Context: an optimization exercise on an open-source flow, tuned for small area, a short achievable clock period and few clock cycles. The choices shown serve that exercise and are no tape-out recipe. The RTL was checked by simulation tests, not by an equivalence proof against the original design.

==> job 5129: inputs <==
==> flow/design.v (excerpt) <==
module Processor(
  output wire [31:0] inst_addr,
  output wire [31:0] inst_wdata,
  input wire [31:0]  inst_rdata,
  output wire [3:0]  inst_we,
  output wire        inst_en,
  input wire [31:0] mem_rdata,
  output wire [31:0] mem_wdata,
  output wire [31:0] mem_addr,
  output wire [3:0] mem_wenable,
  output wire mem_enable,
  output wire io_read_req,
  output wire io_write_req,
  input wire io_ready,
  input wire io_done,
  output wire [7:0] io_wdata,
  input wire [7:0] io_rdata,
  output wire boot_ready,
  output wire [7:0] err,
  input wire CLK,
  input wire RSTN
);
clock: 17.0 ns
lec_check: 0
cap_margin: 20
core_margin: 2
core_utilization: 40
slew_margin: 20
standard.sh (not shown) runs the stock make flow with config.mk's settings and CLKGATE_MAP_FILE= SYNTH_SCRIPT=/design/flow/synth_recipe.tcl, a recipe that flattens the netlist after the stock synthesis.
==> flow/flow/run.sh <==
#!/bin/bash
# Standard synthesis, then the standard layout with repair_timing asked for a
# larger setup margin, so that it sizes and buffers the design's real critical
# paths (the design's clock and constraints are unchanged). Only the worst
# fifth of the failing endpoints are repaired, to keep the added area down.
set -euo pipefail
bash standard.sh synth > synth.log 2>&1
bash standard.sh SETUP_SLACK_MARGIN=11.5 TNS_END_PERCENT=20 finish > layout.log 2>&1
==> job 6336 (differences from job 5129) <==
--- a/flow/design.v
+++ b/flow/design.v
@@ -10,28 +10,25 @@
    assign {s1, e1, m1} = x1;
    assign {s2, e2, m2} = x2;
    wire [24:0] m1a, m2a;
    assign m1a = (e1 == 8'd0) ? {2'b0, m1} : {2'b1, m1};
    assign m2a = (e2 == 8'd0) ? {2'b0, m2} : {2'b1, m2};
    wire [7:0] e1a, e2a;
    assign e1a = (e1 == 8'd0) ? 8'd1 : e1;
    assign e2a = (e2 == 8'd0) ? 8'd1 : e2;
-   wire [7:0] e2ai;
-   assign e2ai = ~e2a;
-   wire [8:0] te;
-   assign te = {1'b0, e1a} + {1'b0, e2ai};
+   wire gt;
+   assign gt = (e1a > e2a);
+   wire [7:0] d12, d21;
+   assign d12 = e1a - e2a;
+   assign d21 = e2a - e1a;
    wire ce;
    wire [7:0] tde;
-   assign ce = (te[8] == 1'b1) ? 1'b0 : 1'b1;
-   wire [8:0] tmp1;
-   wire [7:0] tmp2;
-   assign tmp1 = te + 9'd1;
-   assign tmp2 = ~te[7:0];
-   assign tde = (te[8] == 1'b1) ? tmp1[7:0] : tmp2[7:0];
+   assign ce = ~gt;
+   assign tde = gt ? d12 : d21;
    wire [4:0] de;
    assign de = (|(tde[7:5])) ? 5'd31 : tde[4:0];
    wire sel;
    assign sel = (de == 5'b0) ? ((m1a > m2a) ? 1'b0 : 1'b1) : ce;
    wire [24:0] ms, mi;
    wire [7:0] es;
    wire ss;
    assign ms = (sel == 1'b0) ? m1a : m2a;
@@ -214,24 +211,33 @@
      end
      for (g = 0; g < N%3; g = g + 1) begin : g_pass
        assign out[(2*(N/3)+g)*48 +: 48] = in[(3*(N/3)+g)*48 +: 48];
      end
    endgenerate
 endmodule
 `default_nettype wire
 `default_nettype none
-module itof
+module itof_pipe
    ( input wire [31:0] x,
-     output wire [31:0] y);
+     output wire [31:0] y,
+     input wire clk);
    wire s;
    wire [30:0] i;
    assign {s, i} = x;
    wire [30:0] i_abs;
    assign i_abs = (s == 1'b0) ? i : ~(i - 31'b1);
+   reg [30:0] i_abs_r;
+   reg s_r, iz_r, xm_r;
+   always @(posedge clk) begin
+     i_abs_r <= i_abs;
+     s_r <= s;
+     iz_r <= (i == 0);
+     xm_r <= (x == 32'd4294967295);
+   end
    wire [4:0] l;
    function [4:0] SE (
      input [30:0] M
    );
      begin
      casex(M)
        31'b1xxxxxxxxxxxxxxxxxxxxxxxxxxxxxx: SE = 5'd0;
        31'b01xxxxxxxxxxxxxxxxxxxxxxxxxxxxx: SE = 5'd1;
@@ -263,46 +269,51 @@
        31'b0000000000000000000000000001xxx: SE = 5'd27;
        31'b00000000000000000000000000001xx: SE = 5'd28;
        31'b000000000000000000000000000001x: SE = 5'd29;
        31'b0000000000000000000000000000001: SE = 5'd30;
        31'b0000000000000000000000000000000: SE = 5'd31;
      endcase
      end
    endfunction
-   assign l = SE(i_abs);
+   assign l = SE(i_abs_r);
    wire [7:0] e;
    wire [22:0] m;
    wire [30:0] tmp_i;
-   assign tmp_i = i_abs << (l + 5'd1);
+   assign tmp_i = i_abs_r << (l + 5'd1);
    assign m = tmp_i[30:8];
    assign e = 8'd157 - {3'd0, l};
-   assign y = (i == 0) ? 32'd0 :
-              (x == 32'd4294967295) ? {1'b1, 8'd0, 23'd158} : {s, e, m};
+   assign y = iz_r ? 32'd0 :
+              xm_r ? {1'b1, 8'd0, 23'd158} : {s_r, e, m};
 endmodule
 `default_nettype wire
 `default_nettype none
-module ftoi
+module ftoi_pipe
    ( input wire [31:0] x,
      output wire [31:0] y,
-     output wire ovf);
+     input wire clk);
    wire s;
    wire [7:0] e;
    wire [22:0] m;
    assign {s, e, m} = x;
    wire [23:0] m1;
    assign m1 = {1'b1, m};
    wire [53:0] shift_m1;
    assign shift_m1 = m1 << (e - 8'd127);
    wire [30:0] i;
    assign i = (e == 8'd126) ? 31'd1 :
               (e <= 8'd125) ? 31'd0 :
               (e >= 8'd150) ? shift_m1[53:23] : shift_m1[53:23] + {30'b0, shift_m1[22]};
-   assign ovf = (e >= 8'd158);
-   assign y = (s == 0) ? {s, i} : {1'b1, ~i} + 32'd1;
+   reg [30:0] i_r;
+   reg s_r;
+   always @(posedge clk) begin
+     i_r <= i;
+     s_r <= s;
+   end
+   assign y = (s_r == 0) ? {s_r, i_r} : {1'b1, ~i_r} + 32'd1;
 endmodule
 `default_nettype wire
 module RegisterFile (
     input  wire        CLK,
     input  wire [4:0]  ra1,
     input  wire [4:0]  ra2,
     output wire [31:0] rd1,
     output wire [31:0] rd2,
@@ -476,17 +487,16 @@
   reg [1:0]  lu_cnt;      
   reg [4:0]  lu_rd;
   reg        lu_wi, lu_wf, lu_ld, lu_fadd, lu_fmul, lu_cvt, lu_fcmp;
   reg [31:0] linkreg;
   reg        c_lt, c_eq;
   reg        c_rreq, c_wreq, c_rdout;
   reg [7:0]  c_wdata;
   reg        halted;
-  reg [31:0] cvt_q;
   reg [31:0] m_addr, m_wdata;
   reg        m_en, m_we;
   wire [16:0] b_j = b_nrec - 17'd2;             
   wire        b_islast = (b_nrec == {1'b0, b_len} + 17'd1);
   reg  [31:0] b_bufn;
   reg  [3:0]  b_lane;
   always @(*) begin
     b_bufn = b_buf;
@@ -564,39 +574,38 @@
   wire [31:0] shr = shbig ? 32'd0 : (opA >> b2[4:0]);
   assign eres = ({32{k_add | k_sub}} & addsub) |
                 ({32{k_shl}} & shl) |
                 ({32{k_shr}} & shr) |
                 ({32{k_li}} & e_imm) |
                 ({32{k_mr}} & opA) |
                 ({32{k_mflr}} & linkreg) |
                 ({32{k_in}} & {24'd0, io_rdata});
-  wire [31:0] fx2 = {xB[31] ^ k_fflip, xB[30:0]};
   reg         fflip_q;
   wire [31:0] fadd_y, fmul_y, itof_y, ftoi_y;
-  wire        ftoi_ovf;
   fadd_pipe u_fadd(.x1(xA), .x2({xB[31] ^ fflip_q, xB[30:0]}), .y(fadd_y), .clk(CLK));
   fmul_pipe u_fmul(.x1(xA), .x2(xB), .y(fmul_y), .clk(CLK));
-  itof u_itof(xA, itof_y);
-  ftoi u_ftoi(xA, ftoi_y, ftoi_ovf);
-  reg         itof_q;
-  always @(posedge CLK) cvt_q <= itof_q ? itof_y : ftoi_y;
+  itof_pipe u_itof(.x(xA), .y(itof_y), .clk(CLK));
+  ftoi_pipe u_ftoi(.x(xA), .y(ftoi_y), .clk(CLK));
+  reg         itof_q, itof_q2;
+  always @(posedge CLK) itof_q2 <= itof_q;
+  wire [31:0] cvt_y = itof_q2 ? itof_y : ftoi_y;
   assign lu_res = ({32{lu_ld}} & mem_rdata) |
-                  ({32{lu_cvt}} & cvt_q) |
+                  ({32{lu_cvt}} & cvt_y) |
                   ({32{lu_fadd}} & fadd_y) |
                   ({32{lu_fmul}} & fmul_y);
   wire [31:0] maddr;
   KSAdd32 u_maddr(.a(opA), .b(e_imm), .cin(1'b0), .s(maddr));
   wire m_go_st = e_valid & k_st;
   wire m_go_ld = e_valid & k_ld;
   wire m_go = m_go_st | m_go_ld;
   wire e_ccw = e_valid & k_cmp;
   wire l_ccw = lu_fin & lu_fcmp;
   wire e_lt = addsub[31];
-  wire e_eq = (addsub == 32'd0);
+  wire e_eq = (opA == b2);              
   wire l_lt = fadd_y[31];
   wire l_eq = (fadd_y[30:23] != 8'd0);
   wire cc_lt = e_ccw ? e_lt : (l_ccw ? l_lt : c_lt);
   wire cc_eq = e_ccw ? e_eq : (l_ccw ? l_eq : c_eq);
   wire e_lrw = e_valid & k_lrw;
   wire [31:0] e_lr1 = e_pc + 32'd1;
   wire [31:0] e_lrv = k_mtlr ? opB : e_lr1;
   wire [31:0] lr_f = e_lrw ? e_lrv : linkreg;
==> flow/flow/run.sh (replaced) <==
#!/bin/bash
# Standard synthesis, then the standard layout with repair_timing asked for a
# larger setup margin, so that it sizes and buffers the design's real critical
# paths (the design's clock and constraints are unchanged). Only the worst
# 8% of the failing endpoints are repaired, to keep the added area down.
set -euo pipefail
bash standard.sh synth > synth.log 2>&1
bash standard.sh SETUP_SLACK_MARGIN=11.5 TNS_END_PERCENT=8 finish > layout.log 2>&1
==> job 4767 (differences from job 5129) <==
--- a/flow/design.v
+++ b/flow/design.v
@@ -10,28 +10,25 @@
    assign {s1, e1, m1} = x1;
    assign {s2, e2, m2} = x2;
    wire [24:0] m1a, m2a;
    assign m1a = (e1 == 8'd0) ? {2'b0, m1} : {2'b1, m1};
    assign m2a = (e2 == 8'd0) ? {2'b0, m2} : {2'b1, m2};
    wire [7:0] e1a, e2a;
    assign e1a = (e1 == 8'd0) ? 8'd1 : e1;
    assign e2a = (e2 == 8'd0) ? 8'd1 : e2;
-   wire [7:0] e2ai;
-   assign e2ai = ~e2a;
-   wire [8:0] te;
-   assign te = {1'b0, e1a} + {1'b0, e2ai};
+   wire gt;
+   assign gt = (e1a > e2a);
+   wire [7:0] d12, d21;
+   assign d12 = e1a - e2a;
+   assign d21 = e2a - e1a;
    wire ce;
    wire [7:0] tde;
-   assign ce = (te[8] == 1'b1) ? 1'b0 : 1'b1;
-   wire [8:0] tmp1;
-   wire [7:0] tmp2;
-   assign tmp1 = te + 9'd1;
-   assign tmp2 = ~te[7:0];
-   assign tde = (te[8] == 1'b1) ? tmp1[7:0] : tmp2[7:0];
+   assign ce = ~gt;
+   assign tde = gt ? d12 : d21;
    wire [4:0] de;
    assign de = (|(tde[7:5])) ? 5'd31 : tde[4:0];
    wire sel;
    assign sel = (de == 5'b0) ? ((m1a > m2a) ? 1'b0 : 1'b1) : ce;
    wire [24:0] ms, mi;
    wire [7:0] es;
    wire ss;
    assign ms = (sel == 1'b0) ? m1a : m2a;
@@ -214,24 +211,33 @@
      end
      for (g = 0; g < N%3; g = g + 1) begin : g_pass
        assign out[(2*(N/3)+g)*48 +: 48] = in[(3*(N/3)+g)*48 +: 48];
      end
    endgenerate
 endmodule
 `default_nettype wire
 `default_nettype none
-module itof
+module itof_pipe
    ( input wire [31:0] x,
-     output wire [31:0] y);
+     output wire [31:0] y,
+     input wire clk);
    wire s;
    wire [30:0] i;
    assign {s, i} = x;
    wire [30:0] i_abs;
    assign i_abs = (s == 1'b0) ? i : ~(i - 31'b1);
+   reg [30:0] i_abs_r;
+   reg s_r, iz_r, xm_r;
+   always @(posedge clk) begin
+     i_abs_r <= i_abs;
+     s_r <= s;
+     iz_r <= (i == 0);
+     xm_r <= (x == 32'd4294967295);
+   end
    wire [4:0] l;
    function [4:0] SE (
      input [30:0] M
    );
      begin
      casex(M)
        31'b1xxxxxxxxxxxxxxxxxxxxxxxxxxxxxx: SE = 5'd0;
        31'b01xxxxxxxxxxxxxxxxxxxxxxxxxxxxx: SE = 5'd1;
@@ -263,46 +269,51 @@
        31'b0000000000000000000000000001xxx: SE = 5'd27;
        31'b00000000000000000000000000001xx: SE = 5'd28;
        31'b000000000000000000000000000001x: SE = 5'd29;
        31'b0000000000000000000000000000001: SE = 5'd30;
        31'b0000000000000000000000000000000: SE = 5'd31;
      endcase
      end
    endfunction
-   assign l = SE(i_abs);
+   assign l = SE(i_abs_r);
    wire [7:0] e;
    wire [22:0] m;
    wire [30:0] tmp_i;
-   assign tmp_i = i_abs << (l + 5'd1);
+   assign tmp_i = i_abs_r << (l + 5'd1);
    assign m = tmp_i[30:8];
    assign e = 8'd157 - {3'd0, l};
-   assign y = (i == 0) ? 32'd0 :
-              (x == 32'd4294967295) ? {1'b1, 8'd0, 23'd158} : {s, e, m};
+   assign y = iz_r ? 32'd0 :
+              xm_r ? {1'b1, 8'd0, 23'd158} : {s_r, e, m};
 endmodule
 `default_nettype wire
 `default_nettype none
-module ftoi
+module ftoi_pipe
    ( input wire [31:0] x,
      output wire [31:0] y,
-     output wire ovf);
+     input wire clk);
    wire s;
    wire [7:0] e;
    wire [22:0] m;
    assign {s, e, m} = x;
    wire [23:0] m1;
    assign m1 = {1'b1, m};
    wire [53:0] shift_m1;
    assign shift_m1 = m1 << (e - 8'd127);
    wire [30:0] i;
    assign i = (e == 8'd126) ? 31'd1 :
               (e <= 8'd125) ? 31'd0 :
               (e >= 8'd150) ? shift_m1[53:23] : shift_m1[53:23] + {30'b0, shift_m1[22]};
-   assign ovf = (e >= 8'd158);
-   assign y = (s == 0) ? {s, i} : {1'b1, ~i} + 32'd1;
+   reg [30:0] i_r;
+   reg s_r;
+   always @(posedge clk) begin
+     i_r <= i;
+     s_r <= s;
+   end
+   assign y = (s_r == 0) ? {s_r, i_r} : {1'b1, ~i_r} + 32'd1;
 endmodule
 `default_nettype wire
 module RegisterFile (
     input  wire        CLK,
     input  wire [4:0]  ra1,
     input  wire [4:0]  ra2,
     output wire [31:0] rd1,
     output wire [31:0] rd2,
@@ -476,17 +487,16 @@
   reg [1:0]  lu_cnt;      
   reg [4:0]  lu_rd;
   reg        lu_wi, lu_wf, lu_ld, lu_fadd, lu_fmul, lu_cvt, lu_fcmp;
   reg [31:0] linkreg;
   reg        c_lt, c_eq;
   reg        c_rreq, c_wreq, c_rdout;
   reg [7:0]  c_wdata;
   reg        halted;
-  reg [31:0] cvt_q;
   reg [31:0] m_addr, m_wdata;
   reg        m_en, m_we;
   wire [16:0] b_j = b_nrec - 17'd2;             
   wire        b_islast = (b_nrec == {1'b0, b_len} + 17'd1);
   reg  [31:0] b_bufn;
   reg  [3:0]  b_lane;
   always @(*) begin
     b_bufn = b_buf;
@@ -564,39 +574,38 @@
   wire [31:0] shr = shbig ? 32'd0 : (opA >> b2[4:0]);
   assign eres = ({32{k_add | k_sub}} & addsub) |
                 ({32{k_shl}} & shl) |
                 ({32{k_shr}} & shr) |
                 ({32{k_li}} & e_imm) |
                 ({32{k_mr}} & opA) |
                 ({32{k_mflr}} & linkreg) |
                 ({32{k_in}} & {24'd0, io_rdata});
-  wire [31:0] fx2 = {xB[31] ^ k_fflip, xB[30:0]};
   reg         fflip_q;
   wire [31:0] fadd_y, fmul_y, itof_y, ftoi_y;
-  wire        ftoi_ovf;
   fadd_pipe u_fadd(.x1(xA), .x2({xB[31] ^ fflip_q, xB[30:0]}), .y(fadd_y), .clk(CLK));
   fmul_pipe u_fmul(.x1(xA), .x2(xB), .y(fmul_y), .clk(CLK));
-  itof u_itof(xA, itof_y);
-  ftoi u_ftoi(xA, ftoi_y, ftoi_ovf);
-  reg         itof_q;
-  always @(posedge CLK) cvt_q <= itof_q ? itof_y : ftoi_y;
+  itof_pipe u_itof(.x(xA), .y(itof_y), .clk(CLK));
+  ftoi_pipe u_ftoi(.x(xA), .y(ftoi_y), .clk(CLK));
+  reg         itof_q, itof_q2;
+  always @(posedge CLK) itof_q2 <= itof_q;
+  wire [31:0] cvt_y = itof_q2 ? itof_y : ftoi_y;
   assign lu_res = ({32{lu_ld}} & mem_rdata) |
-                  ({32{lu_cvt}} & cvt_q) |
+                  ({32{lu_cvt}} & cvt_y) |
                   ({32{lu_fadd}} & fadd_y) |
                   ({32{lu_fmul}} & fmul_y);
   wire [31:0] maddr;
   KSAdd32 u_maddr(.a(opA), .b(e_imm), .cin(1'b0), .s(maddr));
   wire m_go_st = e_valid & k_st;
   wire m_go_ld = e_valid & k_ld;
   wire m_go = m_go_st | m_go_ld;
   wire e_ccw = e_valid & k_cmp;
   wire l_ccw = lu_fin & lu_fcmp;
   wire e_lt = addsub[31];
-  wire e_eq = (addsub == 32'd0);
+  wire e_eq = (opA == b2);              
   wire l_lt = fadd_y[31];
   wire l_eq = (fadd_y[30:23] != 8'd0);
   wire cc_lt = e_ccw ? e_lt : (l_ccw ? l_lt : c_lt);
   wire cc_eq = e_ccw ? e_eq : (l_ccw ? l_eq : c_eq);
   wire e_lrw = e_valid & k_lrw;
   wire [31:0] e_lr1 = e_pc + 32'd1;
   wire [31:0] e_lrv = k_mtlr ? opB : e_lr1;
   wire [31:0] lr_f = e_lrw ? e_lrv : linkreg;
==> flow_summary.ini <==
[power]
vdd_ir_drop_max_mv = 0.0835

[setup_path]
worst_path_max_delay_cell = or3_4

[layout]
diodes = 39
buf_share_pct = 6.97
seq_share_pct = 38.5
fill_cells = 39470
final_cells = 21335

[logic_synthesis]
muxShareOfSynthArea_pct = 20.9

[status]
outcome = no timing/DRC/antenna violations

[min_path]
hp-start = u_fadd.ss_2$_DFF_P_

[timing]
period_needed_ps = 5900
hold_slack_ps = 328

[global_route]
track_usage_pct = 30.8
antenna_found_initial = 43

[floorplan]
start_util_pct = 40.1
-- figures above: job 4767

==> flow_summary.ini <==
[status]
outcome = no timing/DRC/antenna violations

[drt]
drtIter0Drc = 21039
wl_per_cell_um = 34.1

[layout]
final_cells = 21287
seq_share_pct = 38.7
diodes = 42
fill_cells = 39383

[min_path]
hp-start = u_fadd.stck_2$_DFF_P_

[logic_synthesis]
synth_top_area_share_pct = 39.9
muxShareOfSynthArea_pct = 20.9

[global_route]
track_usage_pct = 31.1
antenna_found_initial = 61

[setup_path]
worst_path_max_delay_cell = o32ai_2

[power]
pg_comb_mw = 1.48
vdd_ir_drop_max_mv = 0.0857

[timing]
hold_slack_ps = 337
-- figures above: job 6336

==> flow_summary.ini <==
[global_route]
antenna_found_initial = 63
track_usage_pct = 32.2

[status]
outcome = no timing/DRC/antenna violations

[layout]
final_cells = 22464
seq_share_pct = 37.6
diodes = 36

[min_path]
hp-start = u_fadd.stck_2$_DFF_P_

[timing]
period_needed_ps = 6000
hold_slack_ps = 331

[floorplan]
start_util_pct = 40.2

[logic_synthesis]
muxShareOfSynthArea_pct = 18.1
-- figures above: job 5129

Testbench counts of job 5129, summed over its fixed seeds: cycles 266,342.
Testbench counts of job 6336, summed over its fixed seeds: cycles 266,342.
Testbench counts of job 4767, summed over its fixed seeds: cycles 266,342.

port drivers added, routing unchanged:
The results above use ideal ports. As a check the final layouts listed here were re-extracted and re-timed, cells and wires unchanged.
Step 1, drivers: a clkbuf_16 drives CLK and a buf_2 each remaining input, both assumed.
Step 2 times the ports against the registers' clock, not the clock port: input delays grow and output delays shrink by t, the midpoint of the rising clock arrivals with the driver on.
a / b / c = no drivers / after step 1 / after step 2; a / b = the first two.
| run | shift t [ns] | setup WS [ns] | clock arrival spread, ns | worst data-port slew with drivers (ns) | pins driven straight from the clock port |
|---|---|---|---|---|---|
| job 5129 | 1.080 | 11.001 / 10.973 / 9.945 | 0.107 / 0.107 | 0.29 | 1 |
| job 6336 | 1.079 | 11.075 / 11.008 / 9.929 | 0.073 / 0.073 | 0.42 | 1 |
| job 4767 | 1.097 | 11.096 / 11.108 / 10.011 | 0.068 / 0.068 | 0.40 | 1 |
After both steps every run listed still meets setup and hold. The setup slack of job 6336, which loses most, moves by -0.067 ns with the drivers and by -1.146 ns with both steps.
